This is an optimization exercise on Yosys and OpenROAD, whose aim is small area, a short achievable clock period and few clock cycles, not a production implementation.
In this exercise RTL edits were held to simulation tests only and were not proved equivalent to the original.
The clock port is modelled as an ideal driver; clocking choices that lean on that would not hold on a real chip.

==> design.v <==
module interpolation (
    input           clk,
    input           RST,
    input           START,
    input   [5:0]   H0,
    input   [5:0]   V0,
    input   [3:0]   SW,
    input   [3:0]   SH,
    output          REN,
    input   [7:0]   R_DATA,
    output  [11:0]  ADDR,
    output  [7:0]   O_DATA,
    output          O_VALID
);
function [11:0] add12;
    input [11:0] x;
    input [11:0] y;
    reg c;
    integer k;
    begin
        c = 1'b0;
        for (k = 0; k < 12; k = k + 1) begin
            add12[k] = x[k] ^ y[k] ^ c;
            c = (x[k] & y[k]) | (x[k] & c) | (y[k] & c);
        end
    end
endfunction
function [7:0] lerp;
    input [7:0] a;
    input [7:0] b;
    input [3:0] w;
    reg [11:0] s;
    begin
        s = add12({4'b0, a}, {4'b0, w[0] ? b : a});
        s = add12(s, {3'b0, w[1] ? b : a, 1'b0});
        s = add12(s, {2'b0, w[2] ? b : a, 2'b0});
        s = add12(s, {1'b0, w[3] ? b : a, 3'b0});
        lerp = s[11:4];
    end
endfunction
localparam [4:0] LFSR16 = 5'd24;
reg [5:0] h0r;
reg [3:0] swm1, shm1;
reg        r_act;            
reg        r_low;            
reg [3:0]  r_c;              
reg [4:0]  r_j;              
reg [3:0]  r_y;              
reg [11:0] addr_q;
reg        ren_q;
reg        start_q;          
reg        v1, u1, v2, u2;
reg [3:0]  y1, y2;
reg [7:0]  rd, hold;
reg [7:0]  q0, q1, q2, q3;
reg [2:0]  cnt;              
reg [2:0]  alloc;            
reg [4:0]  c_i;              
reg [3:0]  c_x;              
reg [7:0]  o_data;
reg        o_valid;
assign REN = ren_q;
assign ADDR = addr_q;
assign O_DATA = o_data;
assign O_VALID = o_valid;
wire       c_last_i = (c_i == LFSR16);
wire       c_go = (cnt != 3'd0) && (c_x == 4'd0 || cnt[2:1] != 2'b00);
wire [4:0] cx_sum = {1'b0, c_x} + {1'b0, swm1};
wire       pop = c_go && (c_last_i || cx_sum[4]);
reg        n_low, n_more;
reg [3:0]  n_c;
reg [4:0]  n_j;
reg [3:0]  n_y;
reg [5:0]  n_col;
reg [5:0]  n_dr;             
reg [4:0]  ysum;
always @(*) begin
    n_c = r_c;
    n_j = r_j;
    n_y = r_y;
    n_col = addr_q[5:0];
    n_low = 1'b0;
    n_more = 1'b1;
    n_dr = 6'd0;
    ysum = {1'b0, r_y} + {1'b0, shm1};
    if (r_low) begin
        n_dr = 6'h3f;
    end else if (r_c != swm1) begin
        n_c = r_c + 4'd1;
        n_col = addr_q[5:0] + 6'd1;
        n_low = (r_y != 4'd0);
        n_dr = {5'd0, n_low};
    end else begin
        n_c = 4'd0;
        n_j = {r_j[3:0], r_j[4] ^ r_j[2]};
        n_y = ysum[3:0];
        n_col = h0r;
        n_low = (ysum[3:0] != 4'd0);
        n_dr = {4'd0, ysum[4] & n_low, ysum[4] ^ n_low};
        n_more = (r_j != LFSR16);
    end
end
wire credit = (alloc != 3'd4) || pop;
wire issue = r_act && !start_q && n_more && (r_low || credit);
wire       push = v2 && u2;
wire [7:0] kv = lerp(rd, hold, y2);
reg [7:0] s0, s1, s2, s3;
reg [2:0] wi;
always @(*) begin
    s0 = pop ? q1 : q0;
    s1 = pop ? q2 : q1;
    s2 = pop ? q3 : q2;
    s3 = q3;
    wi = cnt - {2'b0, pop};
    if (push) begin
        case (wi[1:0])
            2'd0: s0 = kv;
            2'd1: s1 = kv;
            2'd2: s2 = kv;
            2'd3: s3 = kv;
        endcase
    end
end
always @(posedge clk) begin
    rd <= R_DATA;
    hold <= rd;
    y1 <= start_q ? 4'd0 : r_y;
    u1 <= start_q || !r_low;
    y2 <= y1;
    u2 <= u1;
    q0 <= s0;
    q1 <= s1;
    q2 <= s2;
    q3 <= s3;
    o_data <= lerp(q0, q1, c_x);
    ren_q <= !(START || issue);
    if (START) begin
        h0r <= H0;
        swm1 <= SW - 4'd1;
        shm1 <= SH - 4'd1;
    end
    if (START)
        addr_q <= {V0, H0};
    else if (issue)
        addr_q <= {addr_q[11:6] + n_dr, n_col};
    if (start_q) begin
        r_low <= 1'b0;
        r_c <= 4'd0;
        r_j <= 5'd1;
        r_y <= 4'd0;
        c_i <= 5'd1;
        c_x <= 4'd0;
    end else begin
        if (issue) begin
            r_low <= n_low;
            r_c <= n_c;
            r_j <= n_j;
            r_y <= n_y;
        end
        if (c_go) begin
            if (c_last_i) begin
                c_i <= 5'd1;
                c_x <= 4'd0;
            end else begin
                c_i <= {c_i[3:0], c_i[4] ^ c_i[2]};
                c_x <= cx_sum[3:0];
            end
        end
    end
end
always @(posedge clk or posedge RST) begin
    if (RST) begin
        r_act <= 1'b0;
        start_q <= 1'b0;
        v1 <= 1'b0;
        v2 <= 1'b0;
        cnt <= 3'd0;
        alloc <= 3'd0;
        o_valid <= 1'b0;
    end else begin
        v1 <= !ren_q;
        v2 <= v1;
        o_valid <= c_go;
        start_q <= START;
        if (start_q) begin
            r_act <= 1'b1;
            cnt <= 3'd0;
            alloc <= 3'd1;
        end else begin
            if (!n_more)
                r_act <= 1'b0;
            cnt <= cnt + {2'b0, push} - {2'b0, pop};
            alloc <= alloc + {2'b0, issue && !r_low} - {2'b0, pop};
        end
    end
end
endmodule
==> flow/run.sh <==
#!/bin/bash
# The standard ORFS layout (the standard.sh) with these changes:
#  - the port buffers are sky130_fd_sc_hd__buf_2 cells instead of the
#    cell buffer_ports picks by itself (a slow clkdlybuf4s50);
#  - before repair_design, an input port buffer that drives more than 16
#    pins becomes a sky130_fd_sc_hd__buf_8 (pre_resize.tcl);
#  - clock tree synthesis adds no dummy loads and uses a clkbuf_16 root
#    with clkbuf_4 buffers below it.
# make's full output goes to standard.log; ORFS keeps each step's log under
# orfs/logs.
set -euo pipefail
here="$(cd "$(dirname "${BASH_SOURCE[0]}")" && pwd)"
export BUFFER_PORTS_ARGS="-buffer_cell sky130_fd_sc_hd__buf_2"
export PRE_RESIZE_TCL="$here/pre_resize.tcl"
export CTS_ARGS="-sink_clustering_enable -repair_clock_nets -dont_use_dummy_load -root_buf sky130_fd_sc_hd__clkbuf_16 -buf_list sky130_fd_sc_hd__clkbuf_4"
bash standard.sh finish > standard.log 2>&1
==> flow/pre_resize.tcl <==
# Input ports whose buffer drives many pins get a stronger buffer
# (START fans out to every register loaded at the start of a job).
foreach port [all_inputs] {
  set pname [get_full_name $port]
  if {$pname == "clk"} { continue }
  foreach pin [get_pins -quiet -of_objects [get_nets $pname]] {
    set inst [get_cells -of_objects $pin]
    if {![string match "*__buf_*" [get_property $inst ref_name]]} { continue }
    set out [get_pins -of_objects $inst -filter "direction == output"]
    set fanout [llength [get_pins -of_objects [get_nets -of_objects $out] -filter "direction == input"]]
    if {$fanout > 16} {
      puts "port $pname: buffer [get_full_name $inst] drives $fanout pins, now sky130_fd_sc_hd__buf_8"
      replace_cell $inst sky130_fd_sc_hd__buf_8
    }
  }
}
==> standard.sh <==
#!/bin/bash
# synth_recipe.tcl (not shown) runs the flow's synth.tcl, then flattens the netlist and writes it again
# the make line also repeats each setting of config.mk as NAME=value (left out here)
make -C /OpenROAD-flow-scripts/flow DESIGN_CONFIG=/design/flow/config.mk WORK_HOME=/design/flow/orfs CLKGATE_MAP_FILE= SYNTH_SCRIPT=/design/flow/synth_recipe.tcl "${@:-finish}"
==> config.mk <==
export PLATFORM = sky130hd
export DESIGN_NAME = interpolation
export DESIGN_NICKNAME = interpolation
export VERILOG_FILES = /design/flow/design.v
export SDC_FILE = /design/flow/constraint.sdc
export NUM_CORES = 4
export LEC_CHECK = 0
export CAP_MARGIN = 20
export CORE_MARGIN = 2
export CORE_UTILIZATION = 60
export SLEW_MARGIN = 20
==> constraint.sdc <==
create_clock -name core_clock -period 30.0 [get_ports {clk}]
set_input_delay 6.0000 -clock core_clock [delete_from_list [all_inputs] [get_ports {clk}]]
set_output_delay 6.0000 -clock core_clock [all_outputs]
set_load 0.01 [all_outputs]
==> results of run 1 <==
-- path summary, 6_finish.rpt --
check,startpoint,end
worst max-delay path,addr_q[0]$_DFFE_PP_,ADDR[0]
worst min-delay path,y1[0]$_SDFF_PP0_,y2[0]$_DFF_P_
worst max register to register,y2[0]$_DFF_P_,q2[6]$_DFF_P_
worst min register to register,y1[0]$_SDFF_PP0_,y2[0]$_DFF_P_
max in group asynchronous,RST,o_valid$_DFF_PP0_
min in group asynchronous,RST,alloc[1]$_DFF_PP0_
-- flip-flops by register name, summed over array words and instances, names as in the netlist, 3 cells and up --
name	cells
addr_q	12
hold	8
o_data	8
q0	8
q1	8
q2	8
q3	8
rd	8
h0r	6
c_i	5
r_j	5
c_x	4
r_c	4
r_y	4
shm1	4
swm1	4
y1	4
y2	4
alloc	3
cnt	3
-- logic make-up (layout without fill, tap and decap cells) --
logic type	Yosys count	after routing	synth area share [%]
AO/OA/AOI/OAI	67	67	5.69
XOR/XNOR	26	26	3.16
adder cells (fa/ha/maj)	85	85	21.1
buffers and inverters	94	140	5.25
flip-flops	127	127	40.7
multiplexers	113	113	16.0
AND/OR/NAND/NOR	123	123	8.13
-- metal layers --
| metal | vias up | global-route usage (%) |
|---|---|---|
| met3 | 14 | 4.84 |
| met1 | 2125 | 25.7 |
| met2 | 63 | 31.1 |
| li1 | 2228 | - |
| met4 | 0 | 7.56 |
| met5 | - | 0 |
-- cell type report --
class / count / area share (%)
multi-input combinational: 414 / 50.7
clock buffer: 17 / 1.88
timing repair buffer: 52 / 3.51
inverter: 71 / 3.46
sequential: 127 / 38.1
tap: 147 / 2.39
-- synth_stat cells, drive strengths merged (3+ instances only) --
library cell	instances
fa	61
inv	71
o21ai	29
o211ai	4
a21o	6
a21oi	18
or3	3
dfxtp	82
clkbuf	17
mux2	18
ha	24
xor2	10
dfrtp	11
nor2b	15
nand2	48
buf	6
nor3	9
nor2	20
xnor2	16
edfxtp	34
or2	7
nand3	9
mux2i	95
-- through the flow --
step	hold slack, ns	setup WS, ns	utilization, %
3_5_place_dp	0.315	23.01	63.7
3_3_place_gp	0.313	22.77	63.6
4_1_cts	0.319	22.99	64.9
6_report	0.314	23.02	65.0
2_1_floorplan	0.310	22.97	-
5_1_grt	0.324	22.89	65.0
==> results.yml, run 1 <==
run_status:
  status: "finished clean"
clock_network:
  cts_hold_buf: 0
  cts_made_buffers: 17
  cts_tree: "done"
  worstSkewPairLatency_ns: 0.36
  clk_path_buf_depth: 2
  cts-root-buf: "clkbuf_16"
  cts_setup_buffers: 0
  h-tree-depth: 4
  post_cts_resized: 0
  clk_pin_slew_ns: 0.10
  cts_num_sinks: 127
final_layout:
  drive_above_1_share_pct: 14.0
  n_fill_cell: 987
  seqCellArea_sq_um: 2940
  nets: 799
  fin_cells: 828
  multi_input_area_sq_um: 3910
  syn_to_final_growth_pct: 6.81
  mostFrequentLayoutCells: "mux2i_1, dfxtp_1, inv_1"
  final_common_cell: "mux2i_1"
  n_antenna_cell: 0
  final_area_sq_um: 7710
global_routing:
  grt_overflow_total: 0
  antenna_found_initial: 0
  grt_pass1_wl_mm: 20.0
  grt_usage_pct: 19.4
  grt_pass1_vias: 4440
  grt_max_degree: 42
floorplan:
  dieArea_sq_um: 12900
  io-pin-count: 53
  die_h_um: 114
  core_area_sq_um: 11900
  initial_core_util_pct: 60.8
  die_w_um: 114
  rows: 40
synthesis:
  yosysWarnings: 1
  syn_inst: 635
  avgSynthCellArea_sq_um: 11.4
  ys_ff_latch: 127
  synth.cell_area_sq_um: 7220
  ys_seq_area_share_pct: 40.7
  yosys.area.top_type_share_pct: 22.7
  synth_top_cells_by_area: "dfxtp_1, fa_1, edfxtp_1, mux2i_1, ha_1"
  synth_edf_count: 34
  synth_ff_type: "dfxtp_1"
  async_flop_share_pct: 8.66
  synthesis.nets: 751
  netlist-cell-type-count: 46
  synth_top_area_cell: "dfxtp_1"
drt:
  post_drt_wl_per_cell_um: 13.8
  post_drt_via_cell_ratio: 5.35
  wirelength_mm: 11.4
  drt_pass1_iterations: 4
  wl_met3_um: 279
  drc_errors: 0
  dr_total_vias: 4430
  met2_length_mm: 5.41
  highest_layer: "met4"
  met1Wirelength_mm: 5.56
  ant_nets: 0
  drt_iter0_drc: 184
worst_setup_path:
  critical_path.top_delay_family: "flip-flops"
  cp_num_cells: 1
  reg2reg_depth: 21
  rrSetupSlack_ns: 23.20
  critPathKind: "reg2out"
  endpoint_kind: "output pin"
  slowest_stage: "edfxtp_1"
  cp.buffers_inverters: 1
  path_max_fanout: 4
  slowest_delay_ns: 0.45
  cp.required_ns: 24.00
  crit_chain: "buf_2"
  cp.arrival_ns: 0.98
  cp-start-kind: "register"
placed_design:
  dp_cells: 811
  place_hpwl_mm: 8.77
  dpl_cell_area_sq_um: 7560
  port_buffers: 52
  gp_congestion: 0.781
timing:
  worst_slew_pin_slew_ns: 0.959
  slew_viol_final: 0
  timing.final.crit_period_ns: 6.98
  max-slew-margin-rel_pct: 35.7
  setup_tns_ns: 0
  hold_viol: 0
  finalCritPeriodShare_pct: 23.3
  fmax_mhz: 143
  finClkSkew_ns: 0.0336
  setup_violations: 0
  rsz0062_at_grt: "no"
job:
  maxCapViolCount: 0
hold_path:
  hp-class: "reg2reg"
  holdPathStages: 0
Testbench counts, summed over its fixed seeds: cycles 21,452.
==> run 2, diff against run 1 <==
--- a/flow/pre_resize.tcl
+++ b/flow/pre_resize.tcl
@@ -1,3 +1 @@
-# Input ports whose buffer drives many pins get a stronger buffer
-# (START fans out to every register loaded at the start of a job).
 foreach port [all_inputs] {
@@ -11,5 +9,10 @@
     if {$fanout > 16} {
-      puts "port $pname: buffer [get_full_name $inst] drives $fanout pins, now sky130_fd_sc_hd__buf_8"
-      replace_cell $inst sky130_fd_sc_hd__buf_8
+      set cell sky130_fd_sc_hd__buf_8
+    } elseif {$fanout <= 4} {
+      set cell sky130_fd_sc_hd__buf_1
+    } else {
+      continue
     }
+    puts "port $pname: buffer [get_full_name $inst] drives $fanout pins, now $cell"
+    replace_cell $inst $cell
   }
==> results.yml, run 2 <==
timing:
  worst_slew_pin_slew_ns: 0.940
  timing.final.crit_period_ns: 7.00
  fmax_mhz: 143
  slew_viol_final: 0
  setup_ws_ns: 23.00
  hold_viol: 0
  setup_violations: 0
  finClkSkew_ns: 0.0305
  max-slew-margin-rel_pct: 37.0
  setup_tns_ns: 0
  hold_slack_ns: 0.326
  finalCritPeriodShare_pct: 23.3
  rsz0062_at_grt: "no"
synthesis:
  yosys.area.top_type_share_pct: 22.7
  syn_inst: 635
  synthesis.nets: 751
  yosysMostFrequentCell: "mux2i_1"
  synth.cell_area_sq_um: 7220
  avgSynthCellArea_sq_um: 11.4
  ys_seq_area_share_pct: 40.7
  synth_top_cells_by_area: "dfxtp_1, fa_1, edfxtp_1, mux2i_1, ha_1"
  async_flop_share_pct: 8.66
  synth_top_area_cell: "dfxtp_1"
  synth_edf_count: 34
  yosysWarnings: 1
  synthTopCellsByCount: "mux2i_1, dfxtp_1, inv_1"
  synth_ff_type: "dfxtp_1"
  ys_ff_latch: 127
  netlist-cell-type-count: 46
clock_network:
  cts_setup_buffers: 0
  clk_pin_slew_ns: 0.10
  cts_tree: "done"
  cts-root-buf: "clkbuf_16"
  cts_made_buffers: 17
  cts_hold_buf: 0
  worstSkewPairLatency_ns: 0.37
  post_cts_resized: 0
  clk_path_buf_depth: 2
  h-tree-depth: 4
  cts_num_sinks: 127
floorplan:
  initial_core_util_pct: 60.8
  die_h_um: 114
  io-pin-count: 53
  core_area_sq_um: 11900
  rows: 40
  dieArea_sq_um: 12900
  die_w_um: 114
final_layout:
  final_area_sq_um: 7670
  mostFrequentLayoutCells: "mux2i_1, dfxtp_1, inv_1"
  largest_reg_flops: 12
  drive_above_1_share_pct: 9.69
  final_core_util_pct: 64.7
  nets: 799
  final_common_cell: "mux2i_1"
  fin_cells: 828
  n_antenna_cell: 0
  syn_to_final_growth_pct: 6.31
  top_register: "addr_q"
drt:
  wirelength_mm: 11.5
  dr_total_vias: 4458
  post_drt_wl_per_cell_um: 13.9
  drc_errors: 0
  ant_nets: 0
  post_drt_via_cell_ratio: 5.38
  drt_pass1_iterations: 4
  drt_iter0_drc: 187
worst_setup_path:
  cp.buffers_inverters: 1
  rrSetupSlack_ns: 23.16
  reg2reg_depth: 21
  cp.required_ns: 24.00
  r2r-end: "q2[6]$_DFF_P_"
  slowest_delay_ns: 0.46
  crit_chain: "buf_2"
  slowest_stage: "edfxtp_1"
  critical_path.top_delay_family: "flip-flops"
  crit-reg2reg-launch: "y2[0]$_DFF_P_"
  critPathKind: "reg2out"
  path_max_fanout: 3
  cp-start-kind: "register"
  endpoint_kind: "output pin"
  cp.arrival_ns: 1.00
hold_path:
  hp-class: "reg2reg"
  holdPathStages: 0
  worstHoldStart: "u1$_DFF_P_"
  hold_path_end: "u2$_DFF_P_"
global_routing:
  grt_overflow_total: 0
  grt_pass1_wl_mm: 20.1
  grt_max_degree: 42
  grt_pass1_vias: 4439
  antenna_found_initial: 0
  grt_usage_pct: 19.6
run_status:
  status: "finished clean"
job:
  maxCapViolCount: 0
placed_design:
  dpl_cell_area_sq_um: 7520
  place_hpwl_mm: 8.84
  port_buffers: 52
  gp_congestion: 0.781
  dp_slack_ns: 23.00
  dp_cells: 811
==> run 2: final cells by class <==
class | instances | area [sq um]
multi-input combinational | 414 | 3910
tap | 147 | 184
inverter | 71 | 267
clock buffer | 17 | 145
fill | 989 | 4190
timing repair buffer | 52 | 234
sequential | 127 | 2940
==> run 2: worst max-delay path by stage <==
stage / from / end / depth (start not counted)
3_3_place_gp: START / addr_q[10]$_DFFE_PN_ / 2
6_report: addr_q[7]$_DFFE_PN_ / ADDR[7] / 1
2_1_floorplan: START / addr_q[10]$_DFFE_PN_ / 3
3_5_place_dp: START / addr_q[11]$_DFFE_PN_ / 4
5_1_grt: y2[0]$_DFF_P_ / q0[6]$_DFF_P_ / 22
4_1_cts: addr_q[7]$_DFFE_PN_ / ADDR[7] / 1
==> run 2: cell families after synthesis <==
group | share of synthesized area, %
AO/OA/AOI/OAI | 5.69
XOR/XNOR | 3.16
multiplexers | 16.0
adder cells (fa/ha/maj) | 21.1
AND/OR/NAND/NOR | 8.13
flip-flops | 40.7
buffers and inverters | 5.25
==> run 2: per-layer routing <==
layer,share of wire (%),track usage [%],vias up
li1,-,-,2217
met2,47,31.5,55
met1,48,25.6,2169
met4,1.4,6.67,0
met5,0,0,-
met3,3.2,5.79,17
==> run 3, diff against run 2 <==
--- a/config.mk
+++ b/config.mk
@@ -10,2 +10,3 @@
 export CORE_UTILIZATION = 60
+export GPL_TIMING_DRIVEN = 0
 export SLEW_MARGIN = 20
==> results.yml, run 3 <==
final_layout:
  nets: 822
  final_common_cell: "mux2i_1"
  top_register: "addr_q"
  n_antenna_cell: 0
  largest_reg_flops: 12
  syn_to_final_growth_pct: 7.73
  mostFrequentLayoutCells: "mux2i_1, dfxtp_1, inv_1"
  drive_above_1_share_pct: 10.1
global_routing:
  grt_pass1_vias: 4680
  grt_overflow_total: 0
  grt_pass1_wl_mm: 21.4
  grt_max_degree: 17
  antenna_found_initial: 0
  grt_usage_pct: 21.0
placed_design:
  port_buffers: 52
  gp_congestion: 0.781
  place_hpwl_mm: 9.56
clock_network:
  worstSkewPairLatency_ns: 0.36
  cts-root-buf: "clkbuf_16"
  cts_hold_buf: 0
  cts_tree: "done"
  post_cts_resized: 0
  clk_pin_slew_ns: 0.08
  clk_path_buf_depth: 2
  cts_setup_buffers: 0
  h-tree-depth: 4
  cts_num_sinks: 127
  cts_made_buffers: 17
floorplan:
  dieArea_sq_um: 12900
  die_w_um: 114
  initial_core_util_pct: 60.8
  rows: 40
  core_area_sq_um: 11900
  io-pin-count: 53
  die_h_um: 114
synthesis:
  ys_seq_area_share_pct: 40.7
  synthTopCellsByCount: "mux2i_1, dfxtp_1, inv_1"
  synth_edf_count: 34
  yosysMostFrequentCell: "mux2i_1"
  synth_ff_type: "dfxtp_1"
  yosysWarnings: 1
  syn_inst: 635
  synthesis.nets: 751
  netlist-cell-type-count: 46
  yosys.area.top_type_share_pct: 22.7
  synth_top_area_cell: "dfxtp_1"
  async_flop_share_pct: 8.66
  ys_ff_latch: 127
  avgSynthCellArea_sq_um: 11.4
  synth_top_cells_by_area: "dfxtp_1, fa_1, edfxtp_1, mux2i_1, ha_1"
  synth.cell_area_sq_um: 7220
drt:
  post_drt_via_cell_ratio: 5.39
  drc_errors: 0
  post_drt_wl_per_cell_um: 14.4
  drt_iter0_drc: 190
  wirelength_mm: 12.3
  dr_total_vias: 4589
  drt_pass1_iterations: 4
  ant_nets: 0
timing:
  timing.final.crit_period_ns: 7.43
  max-slew-margin-rel_pct: 44.9
  setup_tns_ns: 0
  finClkSkew_ns: 0.0315
  hold_viol: 0
  setup_violations: 0
  finalCritPeriodShare_pct: 24.8
  worst_slew_pin_slew_ns: 0.824
  fmax_mhz: 135
  slew_viol_final: 0
  rsz0062_at_grt: "no"
worst_setup_path:
  endpoint_kind: "register"
  path_max_fanout: 16
  cp.arrival_ns: 7.44
  reg2reg_depth: 22
  critPathKind: "in2reg"
  cp-start-kind: "input pin"
  rrSetupSlack_ns: 23.09
  cp.required_ns: 30.02
job:
  maxCapViolCount: 0
run_status:
  status: "finished clean"
hold_path:
  holdPathStages: 0
  hp-class: "reg2reg"
run 3: cell type report:
type / instances / area, sq um
fillers: 983 / 4090
multi-input cells: 414 / 3910
well taps: 147 / 184
clock buffers: 17 / 145
inverters: 71 / 267
repair buffers: 52 / 224
plain buffers: 23 / 113
flip-flops and latches: 127 / 2940
run 3: final timing paths:
kind,from,endpoint
setup / recovery,START,addr_q[6]$_DFFE_PN_
setup reg to reg,y2[0]$_DFF_P_,q0[6]$_DFF_P_
max in group asynchronous,RST,alloc[2]$_DFF_PP0_
min in group asynchronous,RST,alloc[1]$_DFF_PP0_
hold / removal,y1[1]$_SDFF_PP0_,y2[1]$_DFF_P_
hold reg to reg,y1[1]$_SDFF_PP0_,y2[1]$_DFF_P_
run 3: kinds of logic (layout without fill, tap and decap cells):
family,after synthesis,in the layout,synth area share (%)
AO/OA/AOI/OAI,67,67,5.69
XOR/XNOR,26,26,3.16
adder cells (fa/ha/maj),85,85,21.1
buffers and inverters,94,163,5.25
flip-flops,127,127,40.7
multiplexers,113,113,16.0
AND/OR/NAND/NOR,123,123,8.13
run 3: routing by layer:
layer	part of all wire (%)	track usage, %	up-vias	routed length [um]
met5	0	0	-	0
met4	1.7	8.21	0	209
met3	3.0	4.62	16	365
met2	48	34.3	67	5900
met1	47	27.4	2245	5820
li1	-	-	2261	-
run 3: stage by stage:
stage               instance area [sq um]  std cells  hold WS, ns  setup slack [ns]  utilization [%]
detailed placement                   7620        834        0.312             22.18             64.3
CTS                                  7770        851        0.319             22.55             65.5
global placement                     7660        834        0.315             22.15             64.6
finish                               7770        851        0.316             22.57             65.5
global route                         7770        851        0.330             22.43             65.5
floorplan                            7220        635        0.310             22.97                -
run 3: worst max-delay path, cell delays in order:
cell	delay [ns]
buf_2	0.34
clkbuf_1	0.34
clkbuf_1	0.39
nand2b_1	0.36
==> run 4, diff against run 3 <==
--- a/config.mk
+++ b/config.mk
@@ -9,4 +9,3 @@
 export CORE_MARGIN = 2
-export CORE_UTILIZATION = 60
-export GPL_TIMING_DRIVEN = 0
+export CORE_UTILIZATION = 50
 export SLEW_MARGIN = 20
==> results.yml, run 4 <==
synthesis:
  yosysWarnings: 1
  netlist-cell-type-count: 46
  avgSynthCellArea_sq_um: 11.4
  synth.cell_area_sq_um: 7220
  yosys.area.top_type_share_pct: 22.7
  synthTopCellsByCount: "mux2i_1, dfxtp_1, inv_1"
  yosysMostFrequentCell: "mux2i_1"
  synth_ff_type: "dfxtp_1"
  async_flop_share_pct: 8.66
  synth_top_cells_by_area: "dfxtp_1, fa_1, edfxtp_1, mux2i_1, ha_1"
  synth_top_area_cell: "dfxtp_1"
  ys_ff_latch: 127
  synth_edf_count: 34
  syn_inst: 635
  ys_seq_area_share_pct: 40.7
  synthesis.nets: 751
drt:
  wirelength_mm: 11.6
  post_drt_wl_per_cell_um: 13.5
  drc_errors: 0
  drt_pass1_iterations: 4
  post_drt_via_cell_ratio: 5.09
  drt_iter0_drc: 186
  dr_total_vias: 4380
  ant_nets: 0
placed_design:
  place_hpwl_mm: 9.00
  gp_congestion: 0.759
  dpl_cell_area_sq_um: 7570
  port_buffers: 52
  dp_cells: 844
  dp_slack_ns: 22.98
global_routing:
  grt_overflow_total: 0
  grt_pass1_wl_mm: 20.4
  grt_pass1_vias: 4419
  grt_max_degree: 42
  antenna_found_initial: 0
  grt_usage_pct: 16.9
clock_network:
  cts-root-buf: "clkbuf_16"
  post_cts_resized: 0
  clk_path_buf_depth: 2
  cts_num_sinks: 127
  cts_tree: "done"
  worstSkewPairLatency_ns: 0.36
  h-tree-depth: 4
  clk_pin_slew_ns: 0.12
  cts_setup_buffers: 0
  cts_hold_buf: 0
  cts_made_buffers: 17
timing:
  setup_ws_ns: 22.99
  setup_violations: 0
  worst_slew_pin_slew_ns: 0.896
  rsz0062_at_grt: "no"
  fmax_mhz: 143
  max-slew-margin-rel_pct: 39.9
  hold_slack_ns: 0.333
  finalCritPeriodShare_pct: 23.4
  hold_viol: 0
  setup_tns_ns: 0
  timing.final.crit_period_ns: 7.01
  slew_viol_final: 0
  finClkSkew_ns: 0.0450
hold_path:
  hold_path_end: "y2[2]$_DFF_P_"
  holdPathStages: 0
  hp-class: "reg2reg"
  worstHoldStart: "y1[2]$_SDFF_PP0_"
final_layout:
  drive_above_1_share_pct: 9.69
  final_common_cell: "mux2i_1"
  final_core_util_pct: 55.1
  n_antenna_cell: 0
  syn_to_final_growth_pct: 6.88
  mostFrequentLayoutCells: "mux2i_1, dfxtp_1, inv_1"
  top_register: "addr_q"
  final_area_sq_um: 7710
  nets: 799
  n_fill_cell: 1248
  fin_cells: 861
  largest_reg_flops: 12
floorplan:
  die_h_um: 124
  die_w_um: 124
  initial_core_util_pct: 51.6
  rows: 43
  dieArea_sq_um: 15400
  core_area_sq_um: 14000
  io-pin-count: 53
job:
  maxCapViolCount: 0
worst_setup_path:
  rrSetupSlack_ns: 23.25
  cp_num_cells: 1
  crit_chain: "buf_2"
  slowest_delay_ns: 0.46
  critical_path.top_delay_family: "flip-flops"
  path_max_fanout: 4
  reg2reg_depth: 22
  cp-start-kind: "register"
  critPathKind: "reg2out"
  cp.required_ns: 24.00
  endpoint_kind: "output pin"
  cp.arrival_ns: 1.01
  crit-reg2reg-launch: "y2[0]$_DFF_P_"
  slowest_stage: "edfxtp_1"
  r2r-end: "q0[6]$_DFF_P_"
  crit_start: "addr_q[2]$_DFFE_PP_"
  cp.buffers_inverters: 1
run_status:
  status: "finished clean"
==> run 4: layout make-up <==
class,instances,area [sq um],share of cell area (%)
Tap cell,180,225,2.92
Timing Repair Buffer,52,234,3.03
Clock buffer,17,145,1.88
Inverter,71,267,3.45
Sequential cell,127,2940,38.1
Multi-Input combinational cell,414,3910,50.6
==> run 4: worst max path at each step <==
stage                                end  slack [ns]
global route                     ADDR[0]       22.93
detailed placement  addr_q[11]$_DFFE_PN_       22.98
CTS                              ADDR[2]       22.96
global placement     addr_q[8]$_DFFE_PN_       22.74
floorplan           addr_q[10]$_DFFE_PN_       22.97
finish                           ADDR[2]       22.99
==> run 4: logic make-up (layout without fill, tap and decap cells) <==
logic type,count (synthesis),in the layout,synth area share (%)
flops,127,127,40.7
fa+ha+maj,85,85,21.1
mux,113,113,16.0
simple gates,123,123,8.13
xor+xnor,26,26,3.16
compound gates,67,67,5.69
buf+inv,94,140,5.25
==> run 4: routing by layer <==
layer | wire [um] | track usage (%) | up-vias | share of wire [%]
met4 | 116 | 4.56 | 0 | 1.0
met2 | 5370 | 26.9 | 61 | 46
met3 | 399 | 5.22 | 11 | 3.4
met1 | 5700 | 22.4 | 2089 | 49
li1 | - | - | 2219 | -
met5 | 0 | 0 | - | 0
==> run 5, diff against run 4 <==
--- a/flow/run.sh
+++ b/flow/run.sh
@@ -4,4 +4,2 @@
 #    cell buffer_ports picks by itself (a slow clkdlybuf4s50);
-#  - before repair_design, an input port buffer that drives more than 16
-#    pins becomes a sky130_fd_sc_hd__buf_8 (pre_resize.tcl);
 #  - clock tree synthesis adds no dummy loads and uses a clkbuf_16 root
--- a/config.mk
+++ b/config.mk
@@ -9,3 +9,3 @@
 export CORE_MARGIN = 2
-export CORE_UTILIZATION = 50
+export CORE_UTILIZATION = 60
 export SLEW_MARGIN = 20
==> results.yml, run 5 <==
run_status:
  status: "finished clean"
drt:
  drt_iter0_drc: 187
  ant_nets: 0
  dr_total_vias: 4458
  drt_pass1_iterations: 4
  wirelength_mm: 11.5
  post_drt_via_cell_ratio: 5.38
  post_drt_wl_per_cell_um: 13.9
  drc_errors: 0
final_layout:
  top_register: "addr_q"
  drive_above_1_share_pct: 9.69
  final_core_util_pct: 64.7
  mostFrequentLayoutCells: "mux2i_1, dfxtp_1, inv_1"
  final_common_cell: "mux2i_1"
  syn_to_final_growth_pct: 6.31
  fin_cells: 828
  n_antenna_cell: 0
  largest_reg_flops: 12
  nets: 799
  n_fill_cell: 989
clock_network:
  clk_pin_slew_ns: 0.10
  cts_hold_buf: 0
  cts_made_buffers: 17
  cts_setup_buffers: 0
  cts_num_sinks: 127
  cts-root-buf: "clkbuf_16"
  worstSkewPairLatency_ns: 0.37
  clk_path_buf_depth: 2
  cts_tree: "done"
  post_cts_resized: 0
  h-tree-depth: 4
job:
  maxCapViolCount: 0
worst_setup_path:
  cp.arrival_ns: 1.00
  critPathKind: "reg2out"
  cp-start-kind: "register"
  cp.required_ns: 24.00
  endpoint_kind: "output pin"
  slowest_stage: "edfxtp_1"
  slowest_delay_ns: 0.46
  path_max_fanout: 3
  crit_chain: "buf_2"
  critical_path.top_delay_family: "flip-flops"
  rrSetupSlack_ns: 23.16
  cp.buffers_inverters: 1
synthesis:
  synth_ff_type: "dfxtp_1"
  synthAdderAreaFrac_pct: 21.1
  synth_edf_count: 34
  synthTopCellsByCount: "mux2i_1, dfxtp_1, inv_1"
  ys_ff_latch: 127
  avgSynthCellArea_sq_um: 11.4
  synth-simple-area-share_pct: 8.13
  syn_inst: 635
  synth-xor-area-share_pct: 3.16
  synth_top_area_cell: "dfxtp_1"
  synth_top_family_by_area: "adder cells"
  yosysMostFrequentCell: "mux2i_1"
  synthesis.nets: 751
  yosys.area.top_type_share_pct: 22.7
  synth.cell_area_sq_um: 7220
  async_flop_share_pct: 8.66
  synth_top_cells_by_area: "dfxtp_1, fa_1, edfxtp_1, mux2i_1, ha_1"
  synthMuxAreaShare_pct: 16.0
  synth_compound_area_share_pct: 5.69
  netlist-cell-type-count: 46
  yosysWarnings: 1
  ys_seq_area_share_pct: 40.7
floorplan:
  dieArea_sq_um: 12900
  rows: 40
  core_area_sq_um: 11900
  initial_core_util_pct: 60.8
  io-pin-count: 53
  die_w_um: 114
  die_h_um: 114
timing:
  max-slew-margin-rel_pct: 37.0
  setup_tns_ns: 0
  setup_violations: 0
  finClkSkew_ns: 0.0305
  hold_viol: 0
  slew_viol_final: 0
  timing.final.crit_period_ns: 7.00
  fmax_mhz: 143
  finalCritPeriodShare_pct: 23.3
  rsz0062_at_grt: "no"
  worst_slew_pin_slew_ns: 0.940
placed_design:
  gp_congestion: 0.781
  place_hpwl_mm: 8.84
  dp_cells: 811
  port_buffers: 52
global_routing:
  grt_pass1_wl_mm: 20.1
  grt_pass1_vias: 4439
  grt_usage_pct: 19.6
  grt_max_degree: 42
  grt_overflow_total: 0
  antenna_found_initial: 0
hold_path:
  hp-class: "reg2reg"
## run 5: cell counts in the layout (fill, tap and decap cells not counted)
No cell type changed its count.
## run 5: layer usage
| metal | part of all wire (%) | global-route usage [%] | wire length (um) |
|---|---|---|---|
| met3 | 3.2 | 5.79 | 364 |
| met1 | 48 | 25.6 | 5540 |
| met4 | 1.4 | 6.67 | 164 |
| met2 | 47 | 31.5 | 5470 |
| met5 | 0 | 0 | 0 |
## run 5: logic make-up after synthesis
family / Yosys count
fa+ha+maj: 85
buf+inv: 94
xor+xnor: 26
simple gates: 123
compound gates: 67
mux: 113
flops: 127
## run 5: layout make-up
type / instances / area, sq um / area share [%]
inverter: 71 / 267 / 3.47
clock buffer: 17 / 145 / 1.89
sequential: 127 / 2940 / 38.3
multi-input combinational: 414 / 3910 / 50.9
tap: 147 / 184 / 2.40
timing repair buffer: 52 / 234 / 3.05
## run 5: metrics by stage
| step | worst slack [ns] | hold slack, ns | area, sq um |
|---|---|---|---|
| finish | 23.00 | 0.326 | 7670 |
| global placement | 22.77 | 0.313 | 7550 |
| floorplan | 22.97 | 0.310 | 7220 |
| CTS | 22.97 | 0.331 | 7670 |
| detailed placement | 23.00 | 0.315 | 7520 |
| global route | 22.79 | 0.341 | 7670 |
## run 5: final timing paths
| kind | to | cells after the start | startpoint |
|---|---|---|---|
| worst max register to register | q2[6]$_DFF_P_ | 21 | y2[0]$_DFF_P_ |
| worst max-delay path | ADDR[7] | 1 | addr_q[7]$_DFFE_PN_ |
| max in group asynchronous | start_q$_DFF_PP0_ | 2 | RST |
| worst min-delay path | u2$_DFF_P_ | 0 | u1$_DFF_P_ |
| worst min register to register | u2$_DFF_P_ | 0 | u1$_DFF_P_ |
| min in group asynchronous | v1$_DFF_PP0_ | 2 | RST |
==> run 6, diff against run 5 <==
--- a/design.v
+++ b/design.v
@@ -180,3 +180,3 @@
     end else begin
-        v1 <= !ren_q;
+        v1 <= !ren_q && (r_act || start_q);
         v2 <= v1;
==> results.yml, run 6 <==
run_status:
  status: "finished clean"
clock_network:
  worstSkewPairLatency_ns: 0.37
  h-tree-depth: 4
  clk_path_buf_depth: 2
  clk_pin_slew_ns: 0.09
  cts_setup_buffers: 0
  cts_tree: "done"
  post_cts_resized: 0
  cts-root-buf: "clkbuf_16"
  cts_num_sinks: 127
  cts_hold_buf: 0
  cts_made_buffers: 17
placed_design:
  place_hpwl_mm: 8.78
  gp_congestion: 0.730
  dpl_cell_area_sq_um: 7560
  port_buffers: 52
global_routing:
  grt_max_degree: 42
  grt_overflow_total: 0
  grt_pass1_vias: 4548
  met3_usage_pct: 4.20
  met1_usage_pct: 26.1
  grt_busiest_layer: "met2"
  grt_usage_pct: 19.7
  antenna_found_initial: 0
  grtUsageMet2_pct: 32.2
  grt_pass1_wl_mm: 20.4
worst_setup_path:
  crit_chain: "buf_2"
  crit-reg2reg-launch: "y2[0]$_DFF_P_"
  crit_start: "addr_q[3]$_DFFE_PP_"
  endpoint_kind: "output pin"
  cp.required_ns: 24.00
  cp.arrival_ns: 0.97
  critPathKind: "reg2out"
  path_max_fanout: 4
  cp.buffers_inverters: 1
  cp-start-kind: "register"
  critical_path.top_delay_family: "flip-flops"
  slowest_delay_ns: 0.45
  slowest_stage: "edfxtp_1"
final_layout:
  top_register: "addr_q"
  final_area_sq_um: 7710
  syn_to_final_growth_pct: 6.70
  nets: 807
  n_antenna_cell: 0
  final_common_cell: "mux2i_1"
  mostFrequentLayoutCells: "mux2i_1, dfxtp_1, inv_1"
  final_core_util_pct: 65.0
  drive_above_1_share_pct: 10.9
  n_fill_cell: 991
  largest_reg_flops: 12
floorplan:
  io-pin-count: 53
  rows: 40
  die_h_um: 114
  core_area_sq_um: 11900
  dieArea_sq_um: 12900
  initial_core_util_pct: 60.9
  die_w_um: 114
drt:
  drt_pass1_iterations: 5
  dr_total_vias: 4516
  post_drt_via_cell_ratio: 5.40
  drt_iter0_drc: 133
  post_drt_wl_per_cell_um: 13.9
  drc_errors: 0
  ant_nets: 0
  wirelength_mm: 11.6
synthesis:
  ys_seq_area_share_pct: 40.7
  synth_top_area_cell: "dfxtp_1"
  synth_edf_count: 34
  yosysWarnings: 1
  synthesis.nets: 755
  synth_ff_type: "dfxtp_1"
  ys_ff_latch: 127
  netlist-cell-type-count: 44
  avgSynthCellArea_sq_um: 11.3
  async_flop_share_pct: 8.66
  yosys.area.top_type_share_pct: 22.7
  syn_inst: 639
  yosysMostFrequentCell: "mux2i_1"
  synth_top_cells_by_area: "dfxtp_1, fa_1, edfxtp_1, mux2i_1, ha_1"
  synthTopCellsByCount: "mux2i_1, dfxtp_1, inv_1"
  synth.cell_area_sq_um: 7230
job:
  maxCapViolCount: 0
timing:
  setup_tns_ns: 0
  rsz0062_at_grt: "no"
  slew_viol_final: 0
  max-slew-margin-rel_pct: 37.7
  timing.final.crit_period_ns: 6.97
  finClkSkew_ns: 0.0373
  worst_slew_pin_slew_ns: 0.929
  finalCritPeriodShare_pct: 23.2
  fmax_mhz: 143
  hold_viol: 0
  setup_violations: 0
  hold_slack_ns: 0.331
hold_path:
  worstHoldStart: "y1[3]$_SDFF_PP0_"
  hp-class: "reg2reg"
## run 6: path summary, 6_finish.rpt
path,endpoint,slack [ns],cells after the start
worst max-delay path,ADDR[3],23.03,1
worst min-delay path,y2[3]$_DFF_P_,0.33,0
worst max register to register,q0[6]$_DFF_P_,23.26,21
worst min register to register,y2[3]$_DFF_P_,0.33,0
max in group asynchronous,v1$_DFF_PP0_,24.06,2
min in group asynchronous,alloc[0]$_DFF_PP0_,5.60,2
## run 6: layout make-up
cell class	instances	area (sq um)	share of cell area, %
multi-input combinational	416	3910	50.7
sequential	127	2940	38.1
inverter	74	278	3.60
timing repair buffer	55	256	3.33
tap	147	184	2.39
clock buffer	17	145	1.88
## run 6: cells by family after synthesis
family          after synthesis  synth area share [%]
buf+inv                      96                  5.32
compound gates               66                  5.84
flops                       127                  40.7
fa+ha+maj                    85                  21.1
mux                         112                  15.8
simple gates                127                  8.14
xor+xnor                     26                  3.15
## run 6: stage by stage
step	worst slack, ns	instances
finish	23.03	836
global route	22.91	836
CTS	23.00	836
detailed placement	23.00	819
global placement	22.76	819
floorplan	22.97	639
## run 6: per-layer routing
layer,wire (um),vias up
li1,-,2226
met1,5540,2207
met2,5560,69
met3,326,14
met4,164,0
met5,0,-
Testbench counts of run 6, summed over its fixed seeds: cycles 21,452.
==> run 7, diff against run 6 <==
--- a/design.v
+++ b/design.v
@@ -14,2 +14,16 @@
 );
+function [11:0] addc;
+    input [11:0] x;
+    input [11:0] y;
+    input        ci;
+    reg c;
+    integer k;
+    begin
+        c = ci;
+        for (k = 0; k < 12; k = k + 1) begin
+            addc[k] = x[k] ^ y[k] ^ c;
+            c = (x[k] & y[k]) | (x[k] & c) | (y[k] & c);
+        end
+    end
+endfunction
 function [11:0] add12;
@@ -17,10 +31,4 @@
     input [11:0] y;
-    reg c;
-    integer k;
     begin
-        c = 1'b0;
-        for (k = 0; k < 12; k = k + 1) begin
-            add12[k] = x[k] ^ y[k] ^ c;
-            c = (x[k] & y[k]) | (x[k] & c) | (y[k] & c);
-        end
+        add12 = addc(x, y, 1'b0);
     end
@@ -41,3 +49,2 @@
 localparam [4:0] LFSR16 = 5'd24;
-reg [5:0] h0r;
 reg [3:0] swm1, shm1;
@@ -67,3 +74,3 @@
 wire       c_go = (cnt != 3'd0) && (c_x == 4'd0 || cnt[2:1] != 2'b00);
-wire [4:0] cx_sum = {1'b0, c_x} + {1'b0, swm1};
+wire [11:0] cx_sum = add12({8'd0, c_x}, {8'd0, swm1});
 wire       pop = c_go && (c_last_i || cx_sum[4]);
@@ -73,5 +80,7 @@
 reg [3:0]  n_y;
-reg [5:0]  n_col;
+reg [5:0]  n_dc;             
+reg        n_ci;
 reg [5:0]  n_dr;             
-reg [4:0]  ysum;
+reg [11:0] ysum;
+reg [11:0] rc_inc;
 always @(*) begin
@@ -80,3 +89,4 @@
     n_y = r_y;
-    n_col = addr_q[5:0];
+    n_dc = 6'd0;
+    n_ci = !r_low;
     n_low = 1'b0;
@@ -84,3 +94,4 @@
     n_dr = 6'd0;
-    ysum = {1'b0, r_y} + {1'b0, shm1};
+    rc_inc = add12({8'd0, r_c}, 12'd1);
+    ysum = add12({8'd0, r_y}, {8'd0, shm1});
     if (r_low) begin
@@ -88,4 +99,3 @@
     end else if (r_c != swm1) begin
-        n_c = r_c + 4'd1;
-        n_col = addr_q[5:0] + 6'd1;
+        n_c = rc_inc[3:0];
         n_low = (r_y != 4'd0);
@@ -96,3 +106,3 @@
         n_y = ysum[3:0];
-        n_col = h0r;
+        n_dc = {2'b11, ~swm1};       
         n_low = (ysum[3:0] != 4'd0);
@@ -102,2 +112,4 @@
 end
+wire [11:0] row_sum = add12({6'd0, addr_q[11:6]}, {6'd0, n_dr});
+wire [11:0] col_sum = addc({6'd0, addr_q[5:0]}, {6'd0, n_dc}, n_ci);
 wire credit = (alloc != 3'd4) || pop;
@@ -123,2 +135,4 @@
 end
+wire [11:0] sw_dec = add12({8'd0, SW}, 12'hfff);
+wire [11:0] sh_dec = add12({8'd0, SH}, 12'hfff);
 always @(posedge clk) begin
@@ -137,5 +151,4 @@
     if (START) begin
-        h0r <= H0;
-        swm1 <= SW - 4'd1;
-        shm1 <= SH - 4'd1;
+        swm1 <= sw_dec[3:0];
+        shm1 <= sh_dec[3:0];
     end
@@ -144,3 +157,3 @@
     else if (issue)
-        addr_q <= {addr_q[11:6] + n_dr, n_col};
+        addr_q <= {row_sum[5:0], col_sum[5:0]};
     if (start_q) begin
==> results.yml, run 7 <==
run_status:
  status: "finished clean"
worst_setup_path:
  endpoint_kind: "output pin"
  cp.buffers_inverters: 1
  cp.arrival_ns: 0.97
  crit_chain: "buf_2"
  critPathKind: "reg2out"
  rrSetupSlack_ns: 23.16
  critical_path.top_delay_family: "flip-flops"
  cp-start-kind: "register"
  slowest_delay_ns: 0.44
  crit-reg2reg-launch: "c_x[0]$_SDFFE_PP0P_"
  path_max_fanout: 3
  crit_start: "addr_q[0]$_DFFE_PN_"
  reg2reg_depth: 18
  slowest_stage: "edfxtp_1"
  cp.required_ns: 24.00
  r2r-end: "o_data[6]$_DFF_P_"
drt:
  dr_total_vias: 4040
  post_drt_via_cell_ratio: 5.15
  ant_nets: 0
  drt_pass1_iterations: 6
  drt_iter0_drc: 266
  drc_errors: 0
  post_drt_wl_per_cell_um: 13.4
  wirelength_mm: 10.5
floorplan:
  die_h_um: 111
  dieArea_sq_um: 12400
  rows: 39
  initial_core_util_pct: 61.1
  core_area_sq_um: 11300
  die_w_um: 111
  io-pin-count: 53
clock_network:
  cts-root-buf: "clkbuf_16"
  worstSkewPairLatency_ns: 0.36
  clk_path_buf_depth: 2
  post_cts_resized: 0
  cts_made_buffers: 17
  cts_tree: "done"
  clk_pin_slew_ns: 0.10
  cts_setup_buffers: 0
  cts_num_sinks: 121
  h-tree-depth: 4
  cts_hold_buf: 0
synthesis:
  synth_ff_type: "dfxtp_1"
  synth.cell_area_sq_um: 6920
  synth_compound_area_share_pct: 3.31
  yosys.area.top_type_share_pct: 23.7
  ys_seq_area_share_pct: 39.8
  ys_ff_latch: 121
  netlist-cell-type-count: 41
  yosysMostFrequentCell: "mux2i_1"
  syn_inst: 592
  avgSynthCellArea_sq_um: 11.7
  synth-xor-area-share_pct: 2.40
  synthTopCellsByCount: "mux2i_1, dfxtp_1, inv_1"
  synth_edf_count: 28
  synth_top_area_cell: "dfxtp_1"
  async_flop_share_pct: 9.09
  synthesis.nets: 711
  yosysWarnings: 1
  synthAdderAreaFrac_pct: 23.7
  synthMuxAreaShare_pct: 17.4
  synth-simple-area-share_pct: 7.63
  synth_top_family_by_area: "adder cells"
  synth_top_cells_by_area: "dfxtp_1, fa_1, mux2i_1, edfxtp_1, mux2_2"
final_layout:
  drive_above_1_share_pct: 12.5
  n_antenna_cell: 0
  nets: 762
  syn_to_final_growth_pct: 6.85
  fin_cells: 784
  final_common_cell: "mux2i_1"
  largest_reg_flops: 12
  mostFrequentLayoutCells: "mux2i_1, dfxtp_1, inv_1"
  top_register: "addr_q"
hold_path:
  hold_path_end: "y2[2]$_DFF_P_"
  worstHoldStart: "y1[2]$_SDFF_PP0_"
  hp-class: "reg2reg"
  holdPathStages: 0
timing:
  fmax_mhz: 144
  worst_slew_pin_slew_ns: 1.00
  finalCritPeriodShare_pct: 23.2
  setup_violations: 0
  timing.final.crit_period_ns: 6.97
  setup_tns_ns: 0
  hold_viol: 0
  max-slew-margin-rel_pct: 33.1
  finClkSkew_ns: 0.0294
  slew_viol_final: 0
  rsz0062_at_grt: "no"
global_routing:
  grt_max_degree: 34
  grt_pass1_wl_mm: 19.1
  grt_usage_pct: 19.1
  grt_overflow_total: 0
  grt_pass1_vias: 4300
  antenna_found_initial: 0
placed_design:
  dp_cells: 767
  port_buffers: 52
  gp_congestion: 0.766
  place_hpwl_mm: 8.22
job:
  maxCapViolCount: 0
[run 7: logic make-up after synthesis]
kind of cell    Yosys count
flops                   121
simple gates            107
xor+xnor                 19
buf+inv                 100
mux                     117
compound gates           40
fa+ha+maj                88
[run 7: routing by layer]
metal	vias up	GRT usage [%]	wire length [um]
met5	-	0	0
met4	0	5.19	112
met3	12	6.64	467
met2	73	30.5	4930
met1	1921	25.3	5010
li1	2034	-	-
[run 7: final cells by class]
cell class	count	area, sq um
fill	872	3930
multi-input combinational	371	3770
sequential	121	2760
inverter	79	297
timing repair buffer	53	241
tap	143	179
clock buffer	17	145
[run 7: worst max-delay path by stage]
stage / to / slack, ns / cells after the start
finish: ADDR[0] / 23.03 / 1
global route: o_data[6]$_DFF_P_ / 22.81 / 20
CTS: ADDR[0] / 23.01 / 1
detailed placement: swm1[3]$_DFFE_PP_ / 23.08 / 5
global placement: addr_q[5]$_DFFE_PN_ / 22.86 / 2
floorplan: addr_q[0]$_DFFE_PN_ / 22.83 / 3
[run 7: metrics by stage]
stage / hold slack (ns) / instance area (sq um) / setup WS [ns] / util (%)
after floorplan: 0.310 / 6920 / 22.83 / -
after global placement: 0.312 / 7270 / 22.86 / 64.2
after detailed placement: 0.313 / 7240 / 23.08 / 64.0
after CTS: 0.333 / 7390 / 23.01 / 65.3
after global routing: 0.343 / 7390 / 22.81 / 65.3
final: 0.330 / 7390 / 23.03 / 65.3
Testbench counts of run 7, summed over its fixed seeds: cycles 21,452.
==> run 8, diff against run 7 <==
==> flow/run.sh (replaced) <==
#!/bin/bash
# The standard ORFS layout (the standard.sh) with these changes:
#  - the port buffers are sky130_fd_sc_hd__buf_2 cells instead of the
#    cell buffer_ports picks by itself (a slow clkdlybuf4s50);
#  - the clock tree is one level of four sky130_fd_sc_hd__clkbuf_16 cells,
#    one per quadrant of the placed flip-flops, built before the CTS step
#    (pre_cts.tcl), which then leaves the clock nets alone.
# make's full output goes to standard.log; ORFS keeps each step's log under
# orfs/logs.
set -euo pipefail
here="$(cd "$(dirname "${BASH_SOURCE[0]}")" && pwd)"
export BUFFER_PORTS_ARGS="-buffer_cell sky130_fd_sc_hd__buf_2"
export PRE_RESIZE_TCL="$here/pre_resize.tcl"
export PRE_CTS_TCL="$here/pre_cts.tcl"
export CTS_ARGS="-repair_clock_nets -dont_use_dummy_load"
bash standard.sh finish > standard.log 2>&1
==> flow/pre_cts.tcl (new file) <==
# Clock tree of one level: the clock port drives four clkbuf_16 cells, one per
# quadrant of the placed flip-flops (split at the median x and median y), each
# placed at the centre of its flip-flops.
set block [ord::get_db_block]
set clknet [$block findNet clk]
set sinks [$clknet getITerms]
set xs {}
set ys {}
foreach it $sinks {
  set loc [[$it getInst] getLocation]
  lappend xs [lindex $loc 0]
  lappend ys [lindex $loc 1]
}
set xs [lsort -integer $xs]
set ys [lsort -integer $ys]
set mx [lindex $xs [expr {[llength $xs] / 2}]]
set my [lindex $ys [expr {[llength $ys] / 2}]]
set master [[ord::get_db] findMaster sky130_fd_sc_hd__clkbuf_16]
for {set q 0} {$q < 4} {incr q} {
  set buf($q) [odb::dbInst_create $block $master "clkbuf_q$q"]
  set net($q) [odb::dbNet_create $block "clknet_q$q"]
  $net($q) setSigType CLOCK
  [$buf($q) findITerm A] connect $clknet
  [$buf($q) findITerm X] connect $net($q)
  set sx($q) 0
  set sy($q) 0
  set n($q) 0
}
foreach it $sinks {
  set loc [[$it getInst] getLocation]
  set q [expr {([lindex $loc 0] >= $mx ? 1 : 0) + ([lindex $loc 1] >= $my ? 2 : 0)}]
  $it disconnect
  $it connect $net($q)
  set sx($q) [expr {$sx($q) + [lindex $loc 0]}]
  set sy($q) [expr {$sy($q) + [lindex $loc 1]}]
  incr n($q)
}
for {set q 0} {$q < 4} {incr q} {
  $buf($q) setLocation [expr {$sx($q) / $n($q)}] [expr {$sy($q) / $n($q)}]
  $buf($q) setPlacementStatus PLACED
  puts "clock quadrant $q: $n($q) flip-flops"
}

# clock_tree_synthesis then leaves these nets as they are
set_cts_config -skip_nets {clk clknet_q0 clknet_q1 clknet_q2 clknet_q3}
==> results.yml, run 8 <==
worst_setup_path:
  cp_num_cells: 18
  slowest_stage: "dfxtp_1"
  critPathKind: "reg2reg"
  slowest_delay_ns: 0.64
  cp.required_ns: 30.07
  critPathMostFrequentCell: "fa_1"
  critical_path.top_delay_family: "adder cells"
  crit_chain: "inv_1, o21ai_0, fa_1, inv_1, fa_1, inv_1, fa_1, fa_1, fa_1, fa_1, fa_1, fa_1, fa_1, fa_1, fa_1, fa_1, inv_1, fa_1"
  cp.buffers_inverters: 4
  endpoint_kind: "register"
  reg2reg_depth: 18
  path_max_fanout: 11
  cp-start-kind: "register"
  cp.arrival_ns: 6.91
drt:
  dr_total_vias: 3993
  post_drt_via_cell_ratio: 5.18
  drt_iter0_drc: 147
  post_drt_wl_per_cell_um: 13.6
  drt_pass1_iterations: 5
  wirelength_mm: 10.5
  ant_nets: 0
  drc_errors: 0
synthesis:
  synth-simple-area-share_pct: 7.63
  avgSynthCellArea_sq_um: 11.7
  synth_compound_area_share_pct: 3.31
  yosysMostFrequentCell: "mux2i_1"
  synthAdderAreaFrac_pct: 23.7
  synth_top_family_by_area: "adder cells"
  ys_seq_area_share_pct: 39.8
  yosysWarnings: 1
  yosys.area.top_type_share_pct: 23.7
  async_flop_share_pct: 9.09
  synth_top_area_cell: "dfxtp_1"
  synthesis.nets: 711
  synth-xor-area-share_pct: 2.40
  synth_top_cells_by_area: "dfxtp_1, fa_1, mux2i_1, edfxtp_1, mux2_2"
  synth_ff_type: "dfxtp_1"
  ys_ff_latch: 121
  synth_edf_count: 28
  synthMuxAreaShare_pct: 17.4
  netlist-cell-type-count: 41
  synth.cell_area_sq_um: 6920
  synthTopCellsByCount: "mux2i_1, dfxtp_1, inv_1"
  syn_inst: 592
final_layout:
  n_fill_cell: 873
  largest_reg_flops: 12
  syn_to_final_growth_pct: 6.20
  n_antenna_cell: 0
  mostFrequentLayoutCells: "mux2i_1, dfxtp_1, inv_1"
  final_common_cell: "mux2i_1"
  final_area_sq_um: 7350
  top_register: "addr_q"
  drive_above_1_share_pct: 10.7
  fin_cells: 771
  nets: 749
floorplan:
  core_area_sq_um: 11300
  rows: 39
  die_w_um: 111
  io-pin-count: 53
  initial_core_util_pct: 61.1
  die_h_um: 111
  dieArea_sq_um: 12400
clock_network:
  worstSkewPairLatency_ns: 0.18
  cts_hold_buf: 0
  clk_pin_slew_ns: 0.12
  cts_setup_buffers: 0
  post_cts_resized: 0
timing:
  slew_viol_final: 0
  rsz0062_at_grt: "no"
  max-slew-margin-rel_pct: 31.7
  finalCritPeriodShare_pct: 22.8
  worst_slew_pin_slew_ns: 1.02
  hold_viol: 0
  setup_tns_ns: 0
  setup_ws_ns: 23.16
  setup_violations: 0
  timing.final.crit_period_ns: 6.84
  finClkSkew_ns: 0.0218
  fmax_mhz: 146
placed_design:
  gp_congestion: 0.766
  dp_slack_ns: 23.08
  place_hpwl_mm: 8.22
  dpl_cell_area_sq_um: 7240
  dp_cells: 767
  port_buffers: 52
hold_path:
  holdPathStages: 0
  hp-class: "reg2reg"
global_routing:
  grt_max_degree: 35
  grt_pass1_wl_mm: 19.0
  antenna_found_initial: 0
  grt_overflow_total: 0
  grt_usage_pct: 17.7
  grt_pass1_vias: 4227
run_status:
  status: "finished clean"
job:
  maxCapViolCount: 0
[run 8: cell counts after synthesis]
Identical to the previous run, type by type.
[run 8: layer usage]
layer	wire length (um)	track usage (%)	vias up
li1	-	-	2000
met1	5020	25.1	1931
met2	5030	31.3	52
met3	312	1.42	10
met4	106	1.81	0
met5	0	0	-
[run 8: per-stage QoR]
step / hold slack, ns / utilization, %
global placement: 0.312 / 64.2
finish: 0.339 / 64.9
global route: 0.350 / 64.9
detailed placement: 0.313 / 64.0
CTS: 0.313 / 64.9
floorplan: 0.310 / -
[run 8: final timing paths]
check	from	end	slack, ns
worst max-delay path	c_x[0]$_SDFFE_PP0P_	o_data[6]$_DFF_P_	23.16
worst min-delay path	y1[3]$_SDFF_PP0_	y2[3]$_DFF_P_	0.34
worst max register to register	c_x[0]$_SDFFE_PP0P_	o_data[6]$_DFF_P_	23.16
worst min register to register	y1[3]$_SDFF_PP0_	y2[3]$_DFF_P_	0.34
max in group asynchronous	RST	cnt[0]$_DFF_PP0_	23.95
min in group asynchronous	RST	r_act$_DFFE_PP0P_	5.76
[run 8: cell families after synthesis]
family,count (synthesis)
flops,121
xor+xnor,19
compound gates,40
fa+ha+maj,88
simple gates,107
buf+inv,100
mux,117
[run 8: layout make-up]
cell class,instances,area (sq um),area share (%)
buffer,4,100,1.36
inverter,79,297,4.03
multi-input combinational,371,3770,51.4
sequential,121,2760,37.5
tap,143,179,2.43
timing repair buffer,53,241,3.29
[run 8: worst reg2reg max path: stages (launching register included)]
cell and delay [ns]:
dfxtp_1 0.64, inv_1 0.08, o21ai_0 0.22, fa_1 0.20, inv_1 0.05, fa_1 0.47
inv_1 0.05, fa_1 0.44, fa_1 0.46, fa_1 0.46, fa_1 0.46, fa_1 0.46
fa_1 0.52, fa_1 0.44, fa_1 0.48, fa_1 0.45, fa_1 0.37, inv_1 0.08
fa_1 0.39
==> run 9, diff against run 8 <==
--- a/design.v
+++ b/design.v
@@ -39,8 +39,16 @@
     input [3:0] w;
-    reg [11:0] s;
+    reg [11:0] t0, t1, t2, t3, t4, s1, c1, s2, c2, s3, c3, s;
     begin
-        s = add12({4'b0, a}, {4'b0, w[0] ? b : a});
-        s = add12(s, {3'b0, w[1] ? b : a, 1'b0});
-        s = add12(s, {2'b0, w[2] ? b : a, 2'b0});
-        s = add12(s, {1'b0, w[3] ? b : a, 3'b0});
+        t0 = {4'b0, a};
+        t1 = {4'b0, w[0] ? b : a};
+        t2 = {3'b0, w[1] ? b : a, 1'b0};
+        t3 = {2'b0, w[2] ? b : a, 2'b0};
+        t4 = {1'b0, w[3] ? b : a, 3'b0};
+        s1 = t0 ^ t1 ^ t2;
+        c1 = {(t0 & t1) | (t0 & t2) | (t1 & t2), 1'b0};
+        s2 = s1 ^ c1 ^ t3;
+        c2 = {(s1 & c1) | (s1 & t3) | (c1 & t3), 1'b0};
+        s3 = s2 ^ c2 ^ t4;
+        c3 = {(s2 & c2) | (s2 & t4) | (c2 & t4), 1'b0};
+        s = add12(s3, c3);
         lerp = s[11:4];
==> results.yml, run 9 <==
global_routing:
  grt_pass1_wl_mm: 19.1
  grt_usage_pct: 17.9
  grt_overflow_total: 0
  grt_max_degree: 35
  grt_pass1_vias: 4318
worst_setup_path:
  cp.buffers_inverters: 1
  cp.required_ns: 24.00
  slowest_delay_ns: 0.44
  rrSetupSlack_ns: 24.25
  slowest_stage: "edfxtp_1"
  r2r-end: "q0[6]$_DFF_P_"
  crit-reg2reg-launch: "y2[0]$_DFF_P_"
  crit_chain: "buf_2"
final_layout:
  final_core_util_pct: 64.8
  drive_above_1_share_pct: 12.7
  largest_reg_flops: 12
hold_path:
  hp-class: "reg2reg"
  holdPathStages: 0
synthesis:
  synth_top_family_by_area: "adder cells"
  synth_compound_area_share_pct: 4.78
  synth.cell_area_sq_um: 6930
  netlist-cell-type-count: 41
  synth-xor-area-share_pct: 2.40
  synth_ff_type: "dfxtp_1"
  yosysMostFrequentCell: "inv_1"
  avgSynthCellArea_sq_um: 11.6
  synth-simple-area-share_pct: 7.74
floorplan:
  io-pin-count: 53
  rows: 39
  die_w_um: 111
  die_h_um: 111
drt:
  wirelength_mm: 10.9
  ant_nets: 0
  drt_iter0_drc: 181
  dr_total_vias: 4119
timing:
  setup_ws_ns: 23.22
  max-slew-margin-rel_pct: 28.7
  setup_violations: 0
  finalCritPeriodShare_pct: 22.6
  hold_viol: 0
  rsz0062_at_grt: "no"
clock_network:
  clk_pin_slew_ns: 0.11
  cts_hold_buf: 0
  worstSkewPairLatency_ns: 0.18
run_status:
  status: "finished clean"
placed_design:
  dpl_cell_area_sq_um: 7260
-- run 9: changes by cell type after synthesis, sizes merged, moves of 2 or more --
cell,before,now
nor2,24,22
xor2,7,5
o2111ai,0,2
o21ai,24,35
mux2i,90,60
xnor2,12,14
or2,6,1
inv,79,84
nor2b,14,11
mux2,27,43
nor3,6,4
nand2,32,48
nand4b,0,2
-- run 9: metal layers --
| layer | up-vias | track usage (%) | share of wire, % | wire length, um |
|---|---|---|---|---|
| met5 | - | 0 | 0 | 0 |
| met4 | 0 | 1.89 | 1.3 | 142 |
| met3 | 9 | 0.817 | 1.6 | 173 |
| met2 | 36 | 36.3 | 56 | 6050 |
| met1 | 2050 | 21.6 | 42 | 4530 |
| li1 | 2024 | - | - | - |
-- run 9: how the worst max path moves through the flow --
stage,start,end,cells past startpoint
final,addr_q[2]$_DFFE_PN_,ADDR[2],1
after global placement,START,addr_q[2]$_DFFE_PN_,2
after global routing,addr_q[1]$_DFFE_PN_,ADDR[1],1
after detailed placement,SH[0],shm1[3]$_DFFE_PP_,5
after floorplan,START,addr_q[0]$_DFFE_PN_,3
after CTS,START,addr_q[2]$_DFFE_PN_,2
-- run 9: layout make-up --
cell class,instances,area (sq um)
timing repair buffer,54,249
buffer,4,100
multi-input combinational,374,3770
tap,143,179
fill,912,4000
inverter,84,315
sequential,121,2760
-- run 9: cells by family (layout without fill, tap and decap cells) --
| kind of cell | Yosys count | count (layout) |
|---|---|---|
| buffers and inverters | 104 | 142 |
| xor gates and xnor gates | 19 | 19 |
| muxes | 103 | 103 |
| and+or+nand+nor | 110 | 110 |
| AOI/OAI and AO/OA | 54 | 54 |
| adders and majority gates | 88 | 88 |
| DFF | 121 | 121 |
-- run 9: stage by stage --
stage | hold WS (ns) | instances
final | 0.339 | 780
after global routing | 0.349 | 780
after CTS | 0.312 | 780
after detailed placement | 0.312 | 776
after global placement | 0.311 | 776
after floorplan | 0.310 | 599
-- run 9: worst register-to-register path: stages (launching register included) --
cell and delay (ns):
dfxtp_1 0.61, mux2i_1 0.31, fa_1 0.47, fa_1 0.53, fa_1 0.54, nand4b_1 0.11
a21oi_1 0.05, fa_1 0.39, fa_1 0.38, fa_1 0.39, fa_1 0.39, fa_1 0.38
fa_1 0.38, fa_1 0.51, nand2_1 0.08, o21ai_0 0.07
Testbench counts of run 9, summed over its fixed seeds: cycles 21,452.

## static timing again, ports no longer ideal
Ports are ideal in the flow. The routed layouts listed here were re-timed in OpenROAD.
Step 1, drivers: a clkbuf_16 drives clk and a buf_2 each remaining input, both assumed.
Step 2 also shifts input and output timing later by t, the mid clock arrival at the registers, as if the neighbouring blocks saw the same clock.
a / b / c = ideal / step 1 / step 2; a / b = the first two.
run | shift t [ns] | slack for setup (ns) | worst setup path after step 2 | cell pins on the clock port's net
run 1 | 0.386 | 23.023 / 22.982 / 22.996 | input to register | 1
run 2 | 0.398 | 22.998 / 22.958 / 23.007 | input to register | 1
run 3 | 0.390 | 22.573 / 22.595 / 22.205 | input to register | 1
run 4 | 0.383 | 22.993 / 22.952 / 23.003 | input to register | 1
run 5 | 0.398 | 22.998 / 22.958 / 23.007 | input to register | 1
run 6 | 0.388 | 23.030 / 22.991 / 22.982 | input to register | 1
run 7 | 0.379 | 23.034 / 22.996 / 23.079 | input to register | 1
run 8 | 0.251 | 23.160 / 23.133 / 23.082 | input to register | 4
run 9 | 0.252 | 23.224 / 23.142 / 23.071 | input to register | 4
After both steps every run listed still meets setup and hold. The setup slack of run 3, which loses most, moves by +0.022 ns with the drivers and by -0.368 ns with both steps.
